Background: an optimization exercise with open tools, aiming at small area. Do not read the settings as production practice.
Function was checked by simulation only, so behaviour that the tests miss may differ from the original.
Power figures rest on the tool's default switching activity, not on a simulated workload.

==> flow/design.v <==
module counter
#(parameter xLen = 64)
(input  clk,
 input  start,
 input  reset,
 input  [xLen-1 : 0] init_val,
 input  init,
 input  return_current_count,
 output [xLen-1 : 0] current_count,
 output [xLen-1 : 0] debug_out,
 output count_valid,
 output count_valid_fsm
 );
reg [xLen-1 : 0] cnt;
reg [xLen-1 : 0] held;
reg return_current_count_reg;
reg init_reg;
reg start_reg;
reg count_valid_fsm_reg;
reg cv_on;
reg [1:0] cv_ph;
reg [1:0] state, next_state;
localparam idle                = 2'b00;
localparam init_state          = 2'b01;
localparam count               = 2'b10;
localparam current_count_state = 2'b11;
wire [xLen-1:0] carry;
wire cin = (state == count);
wire gc0 = cin;
wire ga0 = &cnt[7:0];
wire gc1 = gc0 & ga0;
assign carry[0] = gc0;
assign carry[1] = carry[0] & cnt[0];
assign carry[2] = carry[1] & cnt[1];
assign carry[3] = carry[2] & cnt[2];
assign carry[4] = carry[3] & cnt[3];
assign carry[5] = carry[4] & cnt[4];
assign carry[6] = carry[5] & cnt[5];
assign carry[7] = carry[6] & cnt[6];
wire ga1 = &cnt[15:8];
wire gc2 = gc1 & ga1;
assign carry[8] = gc1;
assign carry[9] = carry[8] & cnt[8];
assign carry[10] = carry[9] & cnt[9];
assign carry[11] = carry[10] & cnt[10];
assign carry[12] = carry[11] & cnt[11];
assign carry[13] = carry[12] & cnt[12];
assign carry[14] = carry[13] & cnt[13];
assign carry[15] = carry[14] & cnt[14];
wire ga2 = &cnt[23:16];
wire gc3 = gc2 & ga2;
assign carry[16] = gc2;
assign carry[17] = carry[16] & cnt[16];
assign carry[18] = carry[17] & cnt[17];
assign carry[19] = carry[18] & cnt[18];
assign carry[20] = carry[19] & cnt[19];
assign carry[21] = carry[20] & cnt[20];
assign carry[22] = carry[21] & cnt[21];
assign carry[23] = carry[22] & cnt[22];
wire ga3 = &cnt[31:24];
wire gc4 = gc3 & ga3;
assign carry[24] = gc3;
assign carry[25] = carry[24] & cnt[24];
assign carry[26] = carry[25] & cnt[25];
assign carry[27] = carry[26] & cnt[26];
assign carry[28] = carry[27] & cnt[27];
assign carry[29] = carry[28] & cnt[28];
assign carry[30] = carry[29] & cnt[29];
assign carry[31] = carry[30] & cnt[30];
wire ga4 = &cnt[39:32];
wire gc5 = gc4 & ga4;
assign carry[32] = gc4;
assign carry[33] = carry[32] & cnt[32];
assign carry[34] = carry[33] & cnt[33];
assign carry[35] = carry[34] & cnt[34];
assign carry[36] = carry[35] & cnt[35];
assign carry[37] = carry[36] & cnt[36];
assign carry[38] = carry[37] & cnt[37];
assign carry[39] = carry[38] & cnt[38];
wire ga5 = &cnt[47:40];
wire gc6 = gc5 & ga5;
assign carry[40] = gc5;
assign carry[41] = carry[40] & cnt[40];
assign carry[42] = carry[41] & cnt[41];
assign carry[43] = carry[42] & cnt[42];
assign carry[44] = carry[43] & cnt[43];
assign carry[45] = carry[44] & cnt[44];
assign carry[46] = carry[45] & cnt[45];
assign carry[47] = carry[46] & cnt[46];
wire ga6 = &cnt[55:48];
wire gc7 = gc6 & ga6;
assign carry[48] = gc6;
assign carry[49] = carry[48] & cnt[48];
assign carry[50] = carry[49] & cnt[49];
assign carry[51] = carry[50] & cnt[50];
assign carry[52] = carry[51] & cnt[51];
assign carry[53] = carry[52] & cnt[52];
assign carry[54] = carry[53] & cnt[53];
assign carry[55] = carry[54] & cnt[54];
wire ga7 = &cnt[63:56];
wire gc8 = gc7 & ga7;
assign carry[56] = gc7;
assign carry[57] = carry[56] & cnt[56];
assign carry[58] = carry[57] & cnt[57];
assign carry[59] = carry[58] & cnt[58];
assign carry[60] = carry[59] & cnt[59];
assign carry[61] = carry[60] & cnt[60];
assign carry[62] = carry[61] & cnt[61];
assign carry[63] = carry[62] & cnt[62];
wire capture = (state == idle) && init && !start_reg;
assign current_count = held;
assign count_valid = cv_on;
assign count_valid_fsm = count_valid_fsm_reg;
always @(*) begin
    next_state = state;
    case (state)
        idle                : if (start_reg) next_state = count;
                              else if (init_reg) next_state = init_state;
        count               : if (return_current_count_reg) next_state = current_count_state;
        current_count_state : next_state = count;
        init_state          : next_state = idle;
    endcase
end
wire cv_start = (state == count) && return_current_count_reg;
wire cv_free = cv_on ? (cv_ph == 2'b11) : (cv_ph == 2'b00);
always @(posedge clk, posedge reset) begin
    if (reset) state <= idle;
    else state <= next_state;
end
always @(posedge clk) begin
    if (reset) begin
        init_reg <= 1'b0;
        start_reg <= 1'b0;
        count_valid_fsm_reg <= 1'b0;
        cv_on <= 1'b0;
        cv_ph <= 2'b00;
    end else begin
        if (state == idle) begin
            if (init) init_reg <= 1'b1; else start_reg <= start;
        end
        if (state == init_state) init_reg <= 1'b0;
        count_valid_fsm_reg <= (state == current_count_state);
        if (cv_free) begin
            cv_on <= 1'b0;
            cv_ph <= {1'b0, cv_start};
        end else begin
            cv_on <= 1'b1;
            cv_ph <= cv_on ? cv_ph + 1'b1 : 2'b00;
        end
    end
end
always @(posedge clk)
    return_current_count_reg <= (state == count) && return_current_count;
wire take_init = capture && !reset;
wire take_sum = !capture && !reset;
wire [xLen-1:0] cnt_next;
genvar bi;
generate for (bi = 0; bi < xLen; bi = bi + 1) begin : g_bit
    and_or u_next (.a(init_val[bi]), .sa(take_init), .b(cnt[bi] ^ carry[bi]), .sb(take_sum), .y(cnt_next[bi]));
    and_or u_out (.a(cnt[bi]), .sa(state[1]), .b(held[bi]), .sb(!state[1]), .y(debug_out[bi]));
end endgenerate
always @(posedge clk)
    cnt <= cnt_next;
always @(posedge clk) begin
    if (state[0] || reset)
        held <= cnt_next;
end
endmodule
module and_or(input a, input sa, input b, input sb, output y);
    assign y = (a & sa) | (b & sb);
endmodule
export LEC_CHECK = 0
export CAP_MARGIN = 20
export CORE_MARGIN = 2
export CORE_UTILIZATION = 40
export SLEW_MARGIN = 20
export SYNTH_HIERARCHICAL = 1
export SYNTH_MINIMUM_KEEP_SIZE = 0
create_clock -name core_clock -period 4.0 [get_ports {clk}]
standard.sh (not shown) runs the stock make flow with config.mk's settings and CLKGATE_MAP_FILE= SYNTH_SCRIPT=/design/flow/synth_recipe.tcl, a recipe that flattens the netlist after the stock synthesis.
==> flow/flow/run.sh <==
#!/bin/bash
# Standard ORFS layout with the smallest buffer on the ports and a small
# clock tree (clkbuf_4 only, no dummy loads).
export BUFFER_PORTS_ARGS="-buffer_cell sky130_fd_sc_hd__buf_1"
export CTS_ARGS="-sink_clustering_enable -repair_clock_nets -dont_use_dummy_load -buf_list sky130_fd_sc_hd__clkbuf_4 -sink_clustering_size 30 -sink_clustering_max_diameter 60"
bash standard.sh > standard.log 2>&1
Next try:
--- a/flow/design.v
+++ b/flow/design.v
@@ -153,19 +153,21 @@
     return_current_count_reg <= (state == count) && return_current_count;
 wire take_init = capture && !reset;
 wire take_sum = !capture && !reset;
 wire [xLen-1:0] cnt_next;
+wire held_load = state[0] && !reset;
+wire held_keep = !state[0] && !reset;
+wire [xLen-1:0] held_next;
 genvar bi;
 generate for (bi = 0; bi < xLen; bi = bi + 1) begin : g_bit
     and_or u_next (.a(init_val[bi]), .sa(take_init), .b(cnt[bi] ^ carry[bi]), .sb(take_sum), .y(cnt_next[bi]));
+    and_or u_held (.a(cnt[bi]), .sa(held_load), .b(held[bi]), .sb(held_keep), .y(held_next[bi]));
     and_or u_out (.a(cnt[bi]), .sa(state[1]), .b(held[bi]), .sb(!state[1]), .y(debug_out[bi]));
 end endgenerate
 always @(posedge clk)
     cnt <= cnt_next;
-always @(posedge clk) begin
-    if (state[0] || reset)
-        held <= cnt_next;
-end
+always @(posedge clk)
+    held <= held_next;
 endmodule
 module and_or(input a, input sa, input b, input sb, output y);
     assign y = (a & sa) | (b & sb);
 endmodule
Global-route usage grows by 1.6 points.
Sequential power decreases by 19%.
Final cell count is higher by 8.7%.
Final area falls by 0.44%.
Register-to-register slack gets better by 110 ps.
Synthesized area shrinks by 1.1%.
Critical path depth went up by 1.
Routed wire length rises by 8.9%.
Non-clock buffer count rose by 3.
Combinational power shrinks by 29%.
Hold slack improves by 61 ps.

==> re-timing with driven ports <==
In the flow no input, the clock included, has a driving cell. The finished layouts below were timed again as built, in two steps.
Step 1 assumes that a clkbuf_16 drives the clock port and a buf_2 every other input.
Step 2 times the ports against the registers' clock, not the clock port: input delays grow and output delays shrink by t, the midpoint of the rising clock arrivals with the driver on.
a / b / c = ideal ports / drivers / drivers and shift; a / b = the first two.
| run | t (ns) | slack for setup (ns) | pins driven straight from the clock port |
|---|---|---|---|
| the first run | 0.552 | 0.766 / 0.766 / 0.766 | 1 |
| the second run | 0.555 | 0.872 / 0.872 / 0.872 | 1 |
After both steps setup and hold are still met in every run listed.
